From an optimization exercise on the open Yosys and OpenROAD flow, aimed at small area, a short achievable clock period and few clock cycles per item; shortcuts taken in it are not production practice. In this exercise RTL edits were held to simulation tests only and were not proved equivalent to the original.

== job 101 ==
// booth_multiplier
module booth_multiplier #(
    parameter int N = 64
)(
    input  logic                    clk,
    input  logic                    rst,
    input  logic                    start,
    input  logic signed [N-1:0]     multiplicand,
    input  logic signed [N-1:0]     multiplier,
    output logic signed [(2*N)-1:0] product,
    output logic                    done
);
    logic [63:0]   M;           
    logic [63:0]   Q;           
    logic [65:0]   S, C;        
    logic [7:0]    SL, CL;      
    logic [3:0]    one, two, ng;       
    logic [3:0]    oneb, twob, ngb;    
    logic          first;       
    logic          firstc;      
    logic [2:0]    cnt;
    logic          busy, fin;
    logic [8:0]    lsum;
    logic          cout_g;
    assign lsum   = {1'b0, SL} + {1'b0, CL};
    assign cout_g = first ? 1'b0 : lsum[8];
    function automatic logic [2:0] recode(input logic [2:0] b);
        recode[2] = b[1] ^ b[0];
        recode[1] = (b[2] & ~b[1] & ~b[0]) | (~b[2] & b[1] & b[0]);
        recode[0] = b[2];
    endfunction
    logic [8:0] nb;       
    logic [3:0] one_n, two_n, ng_n;
    always_comb begin
        if (busy) nb = Q[15:7];
        else      nb = {multiplier[7:0], 1'b0};
        for (int j = 0; j < 4; j++)
            {one_n[j], two_n[j], ng_n[j]} = recode(nb[2*j +: 3]);
    end
    logic [65:0] pp0;
    logic [65:0] pp1;
    logic [65:0] pp2;
    logic [65:0] pp3;
    always_comb begin
        pp0[0] = ng[0] ^ (one[0] & M[0]);
        for (int i = 1; i < 33; i++) pp0[i] = ng[0] ^ ((one[0] & M[i]) | (two[0] & M[i-1]));
        for (int i = 33; i < 64; i++) pp0[i] = ngb[0] ^ ((oneb[0] & M[i]) | (twob[0] & M[i-1]));
        pp0[64] = ngb[0] ^ ((oneb[0] | twob[0]) & M[63]);
        pp0[65] = ~pp0[64];
        pp1[0] = ng[1] ^ (one[1] & M[0]);
  ...
export LEC_CHECK = 0
export CAP_MARGIN = 20
export CORE_MARGIN = 2
export CORE_UTILIZATION = 60
export SETUP_SLACK_MARGIN = 3.3
export SLEW_MARGIN = 20
export SYNTH_HIERARCHICAL = 1
export SYNTH_MINIMUM_KEEP_SIZE = 0
export BUFFER_PORTS_ARGS = -buffer_cell sky130_fd_sc_hd__buf_1
create_clock -name core_clock -period 6.0 [get_ports {clk}]
standard.sh (not shown) runs the stock make flow with config.mk's settings and CLKGATE_MAP_FILE= SYNTH_SCRIPT=/design/flow/synth_recipe.tcl, a recipe that flattens the netlist after the stock synthesis.
==> flow/flow/run.sh <==
#!/bin/bash
# Own layout flow: the standard flow, with the port buffers made from
# sky130_fd_sc_hd__buf_1 cells instead of the default cell.
set -e
cp standard.sh standard_sh.txt
echo "export BUFFER_PORTS_ARGS = -buffer_cell sky130_fd_sc_hd__buf_1" >> config.mk
bash standard.sh > standard.log 2>&1
Job 101 reached the final stage; the timing, design-rule and antenna checks on its layout passed.
Testbench counts of job 101, summed over its fixed seeds: cycles 2,880, items 288.
--- input diff job 101..job 102 ---
--- a/flow/design.v
+++ b/flow/design.v
@@ -12,15 +12,14 @@
     logic [63:0]   M;           
     logic [63:0]   Q;           
     logic [65:0]   S, C;        
     logic [7:0]    SL, CL;      
     logic [3:0]    one, two, ng;       
     logic [3:0]    oneb, twob, ngb;    
     logic          first;       
-    logic          firstc;      
     logic [2:0]    cnt;
     logic          busy, fin;
     logic [8:0]    lsum;
     logic          cout_g;
     assign lsum   = {1'b0, SL} + {1'b0, CL};
     assign cout_g = first ? 1'b0 : lsum[8];
     function automatic logic [2:0] recode(input logic [2:0] b);
@@ -65,15 +64,15 @@
     logic [65:0] Sg, Cg, C_INIT;
     always_comb begin
         C_INIT = '0;
         C_INIT[65] = 1'b1;
         for (int i = 0; i < 32; i++) C_INIT[2*i] = Q[2*i+1];
     end
     assign Sg = first ? '0 : S;
-    assign Cg = firstc ? C_INIT : C;
+    assign Cg = first ? C_INIT : C;
     logic hs0, hc0, fs1, fc1, fs2, fc2, hs3, hc3;
     logic fs4, fc4, fs5, fc5, fs6, fc6, fs7, fc7;
     logic fs8, fc8, fs9, fc9, fs10, fc10, fs11, fc11;
     logic fs12, fc12, fs13, fc13, fs14, fc14, fs15, fc15;
     logic fs16, fc16, fs17, fc17, fs18, fc18, fs19, fc19;
     logic fs20, fc20, fs21, fc21, fs22, fc22, fs23, fc23;
     logic fs24, fc24, fs25, fc25, fs26, fc26, fs27, fc27;
@@ -556,15 +555,14 @@
             M <= fin ? cpa[71:8] : multiplicand;
         if (start || busy || fin)
             Q <= (busy || fin) ? {lsum[7:0], Q[63:8]} : multiplier;
         if (start)
             cnt <= '0;
         else if (busy)
             cnt <= cnt + 1'b1;
-        firstc <= start;
         S  <= S_t;
         C  <= C_t;
         SL <= SL_t;
         CL <= CL_t;
         if (start || busy) begin
             one <= one_n;
             two <= two_n;
Findings:
In job 102 relative to job 101, final design instance area without fill had gone up slightly.
Between job 102 and job 101, the via count does not differ in any meaningful way.
The fraction of final layout cells with drive strength greater than 1 number comes out higher for job 102 vs job 101.
Between job 101 and job 102, the later-pin clock latency in the skew report figures differ only marginally.
In job 102 the worst hold slack turned out 0.014 ns lower than in job 101.
When job 102 is set beside job 101, its measured slew at the worst slew-check pin turns out to be 0.050 ns smaller.
Looking at largest fanout of any net on the critical path, job 102 sits below job 101.
Testbench counts of job 102, summed over its fixed seeds: cycles 2,880, items 288.

==> re-timing with driven ports <==
How much do the figures lean on ideal ports? The routed layouts below were timed once more, with nothing changed but the port constraints.
Step 1, drivers: a clkbuf_16 drives clk and a buf_2 each remaining input, both assumed.
Step 2 adds t to the input delays and takes it off the output delays; t is the mean of the earliest and latest rising clock arrival at the registers after step 1. Input paths then give back, and output paths get back, about the clock's delay inside the block.
Slacks: ideal / step 1 / step 2; pairs: ideal / step 1.
run	shift t [ns]	setup WS [ns]	clock arrival spread, ns
job 101	0.615	3.354 / 3.313 / 2.953	0.009 / 0.009
job 102	0.619	3.152 / 3.152 / 2.792	0.022 / 0.021
After both steps setup and hold are still met in every run listed. The setup slack of job 101, which loses most, moves by -0.041 ns with the drivers and by -0.401 ns with both steps.
